Background: an optimization exercise with open tools, aiming at small area, a short achievable clock period and few clock cycles. Do not read the settings as production practice.
In this exercise RTL edits were held to simulation tests only and were not proved equivalent to the original.

job 1362:
Design dual_cache, start of the top module:
module dual_cache(clk, rst,
                  start1, read_operation1, in_address1, in_data1, out_data1, finish1, cache_busy1,
                  start2, read_operation2, in_address2, in_data2, out_data2, finish2, cache_busy2,
                  mem_req, mem_we, mem_addr, mem_wdata, mem_ack, mem_rdata);
input clk, rst;
input start1, read_operation1, start2, read_operation2;
input [7:0] in_address1, in_address2;
input [7:0] in_data1, in_data2;
output [7:0] out_data1, out_data2;
output finish1, finish2;
output cache_busy1, cache_busy2;
output mem_req, mem_we;
output [7:0] mem_addr, mem_wdata;
input mem_ack;
input [7:0] mem_rdata;
bus_arb busmem1(.clk(clk), .rst(rst),
                .start1(start1), .read_operation1(read_operation1), .in_address1(in_address1), .in_data1(in_data1),
                .start2(start2), .read_operation2(read_operation2), .in_address2(in_address2), .in_data2(in_data2),
                .out_data1(out_data1), .out_data2(out_data2), .finish1(finish1), .finish2(finish2),
                .cache_busy1(cache_busy1), .cache_busy2(cache_busy2),
                .mem_req(mem_req), .mem_we(mem_we), .mem_addr(mem_addr), .mem_wdata(mem_wdata),
                .mem_ack(mem_ack), .mem_rdata(mem_rdata));
endmodule
Settings: LEC_CHECK=0, CAP_MARGIN=20, CORE_MARGIN=2, CORE_UTILIZATION=40, SETUP_SLACK_MARGIN=3.5, SLEW_MARGIN=20; clock period 5.0 ns.
standard.sh (not shown) runs the stock make flow with config.mk's settings and CLKGATE_MAP_FILE= SYNTH_SCRIPT=/design/flow/synth_recipe.tcl, a recipe that flattens the netlist after the stock synthesis.
==> flow/flow/run.sh <==
#!/bin/bash
# Standard layout, with the port buffers made from sky130_fd_sc_hd__buf_1
# instead of the delay buffer buffer_ports picks by default.
set -euo pipefail
bash standard.sh 'BUFFER_PORTS_ARGS=-buffer_cell sky130_fd_sc_hd__buf_1' finish > standard_make.log 2>&1
Per the final summary, job 1362 finished and its layout is clean on timing, DRC and antenna.
Testbench counts of job 1362, summed over its fixed seeds: cycles 14,280.
#### Input delta (job 7317 over job 1362)
# job 1362
export LEC_CHECK = 0
export CAP_MARGIN = 20
export CORE_MARGIN = 2
export CORE_UTILIZATION = 40
export SETUP_SLACK_MARGIN = 3.5
export SLEW_MARGIN = 20
create_clock -name core_clock -period 5.0 [get_ports {clk}]
# job 7317
export LEC_CHECK = 0
export ABC_AREA = 1
export CAP_MARGIN = 20
export CORE_MARGIN = 2
export CORE_UTILIZATION = 40
export SLEW_MARGIN = 20
create_clock -name core_clock -period 5.0 [get_ports {clk}]
==> flow/run.sh (new file) <==
#!/bin/bash
# synth_recipe.tcl (not shown) runs the flow's synth.tcl, then flattens the netlist and writes it again
# the make line also repeats each setting of config.mk as NAME=value (left out here)
make -C /OpenROAD-flow-scripts/flow DESIGN_CONFIG=/design/flow/config.mk WORK_HOME=/design/flow/orfs CLKGATE_MAP_FILE= SYNTH_SCRIPT=/design/flow/synth_recipe.tcl finish
removed: flow/flow/run.sh
removed: flow/standard.sh
## What came out
From job 1362 to job 7317 the numbers moved as follows: mean cell area of the mapped netlist -34%; count of antenna-violating nets left after detailed routing ~0 delta; setup slack -0.38 ns; cell depth of the worst setup path +5.
Combinational family with the most area after synthesis = simple AND/OR/NAND/NOR gates: job 7317; combinational family with the most area after synthesis = multiplexers: job 1362
Note that the summed area of non-filler cells in the final layout recorded for job 7317 amounts to 1.19 times the value seen in job 1362.
The inputs of job 1330 differ from those of job 7317 as listed below.
# job 7317
export LEC_CHECK = 0
export ABC_AREA = 1
export CAP_MARGIN = 20
export CORE_MARGIN = 2
export CORE_UTILIZATION = 40
export SLEW_MARGIN = 20
create_clock -name core_clock -period 5.0 [get_ports {clk}]
# job 1330
export LEC_CHECK = 0
export CAP_MARGIN = 20
export CORE_MARGIN = 2
export CORE_UTILIZATION = 40
export CTS_BUF_LIST = sky130_fd_sc_hd__clkbuf_16
export CTS_CLUSTER_DIAMETER = 500
export CTS_CLUSTER_SIZE = 100
export SLEW_MARGIN = 20
create_clock -name core_clock -period 5.0 [get_ports {clk}]
==> flow/flow/run.sh (new file) <==
#!/bin/bash
# Standard layout, with the port buffers made from sky130_fd_sc_hd__buf_1
# instead of the delay buffer buffer_ports picks by default.
set -euo pipefail
bash standard.sh 'BUFFER_PORTS_ARGS=-buffer_cell sky130_fd_sc_hd__buf_1' finish > standard_make.log 2>&1
==> flow/standard.sh (new file) <==
#!/bin/bash
# synth_recipe.tcl (not shown) runs the flow's synth.tcl, then flattens the netlist and writes it again
# the make line also repeats each setting of config.mk as NAME=value (left out here)
make -C /OpenROAD-flow-scripts/flow DESIGN_CONFIG=/design/flow/config.mk WORK_HOME=/design/flow/orfs CLKGATE_MAP_FILE= SYNTH_SCRIPT=/design/flow/synth_recipe.tcl "${@:-finish}"
removed: flow/run.sh
Findings:
In job 1330, the worst endpoint required time came out 0.07 ns below the value in job 7317.
When job 1330 is set beside job 7317, its wire length on met1 turns out to be 13 um smaller.
Job 1330 packs its core looser than job 7317.
Measured against job 7317, the global-route wire length before repair of job 1330 comes out at 0.811 times the reference value.
Taking job 7317 as 1.0, job 1330 lands at 0.78 on HPWL after detailed placement.
Compared to job 7317, the router laid down less metal wire for job 1330.
Setup slack at placement delta for job 1330 relative to job 7317: 0.53 ns higher
| setup slack | job 1330 vs job 7317 | better |

[port drivers added, routing unchanged]
The results above use ideal ports. As a check the final layouts listed here were re-extracted and re-timed, cells and wires unchanged.
Step 1 sets driving cells, clkbuf_16 on the clock port and buf_2 on the other inputs (assumed; they add their load-dependent delay and slew).
Step 2, shift: input delay + t, output delay - t, t = (earliest + latest rising clock arrival at the registers) / 2. This alone moves slack from input paths to output paths.
Three values: ideal, step 1, step 2; two values: the first two.
| run | t (ns) | slack for setup (ns) | hold slack, ns | clock arrival spread, ns | slew at the worst register clock pin (ns) |
|---|---|---|---|---|---|
| job 1362 | 0.348 | 3.141 / 3.119 / 3.213 | 0.484 / 0.484 / 0.484 | 0.012 / 0.012 | 0.10 / 0.10 |
| job 7317 | 0.344 | 2.765 / 2.763 / 2.420 | 0.480 / 0.480 / 0.480 | 0.012 / 0.013 | 0.10 / 0.10 |
| job 1330 | 0.290 | 3.216 / 3.207 / 2.930 | 0.466 / 0.466 / 0.466 | 0.006 / 0.006 | 0.05 / 0.05 |
After both steps every run listed still meets setup and hold. For job 7317, which loses most, drivers alone change the setup slack by -0.002 ns; drivers and shift together by -0.345 ns.
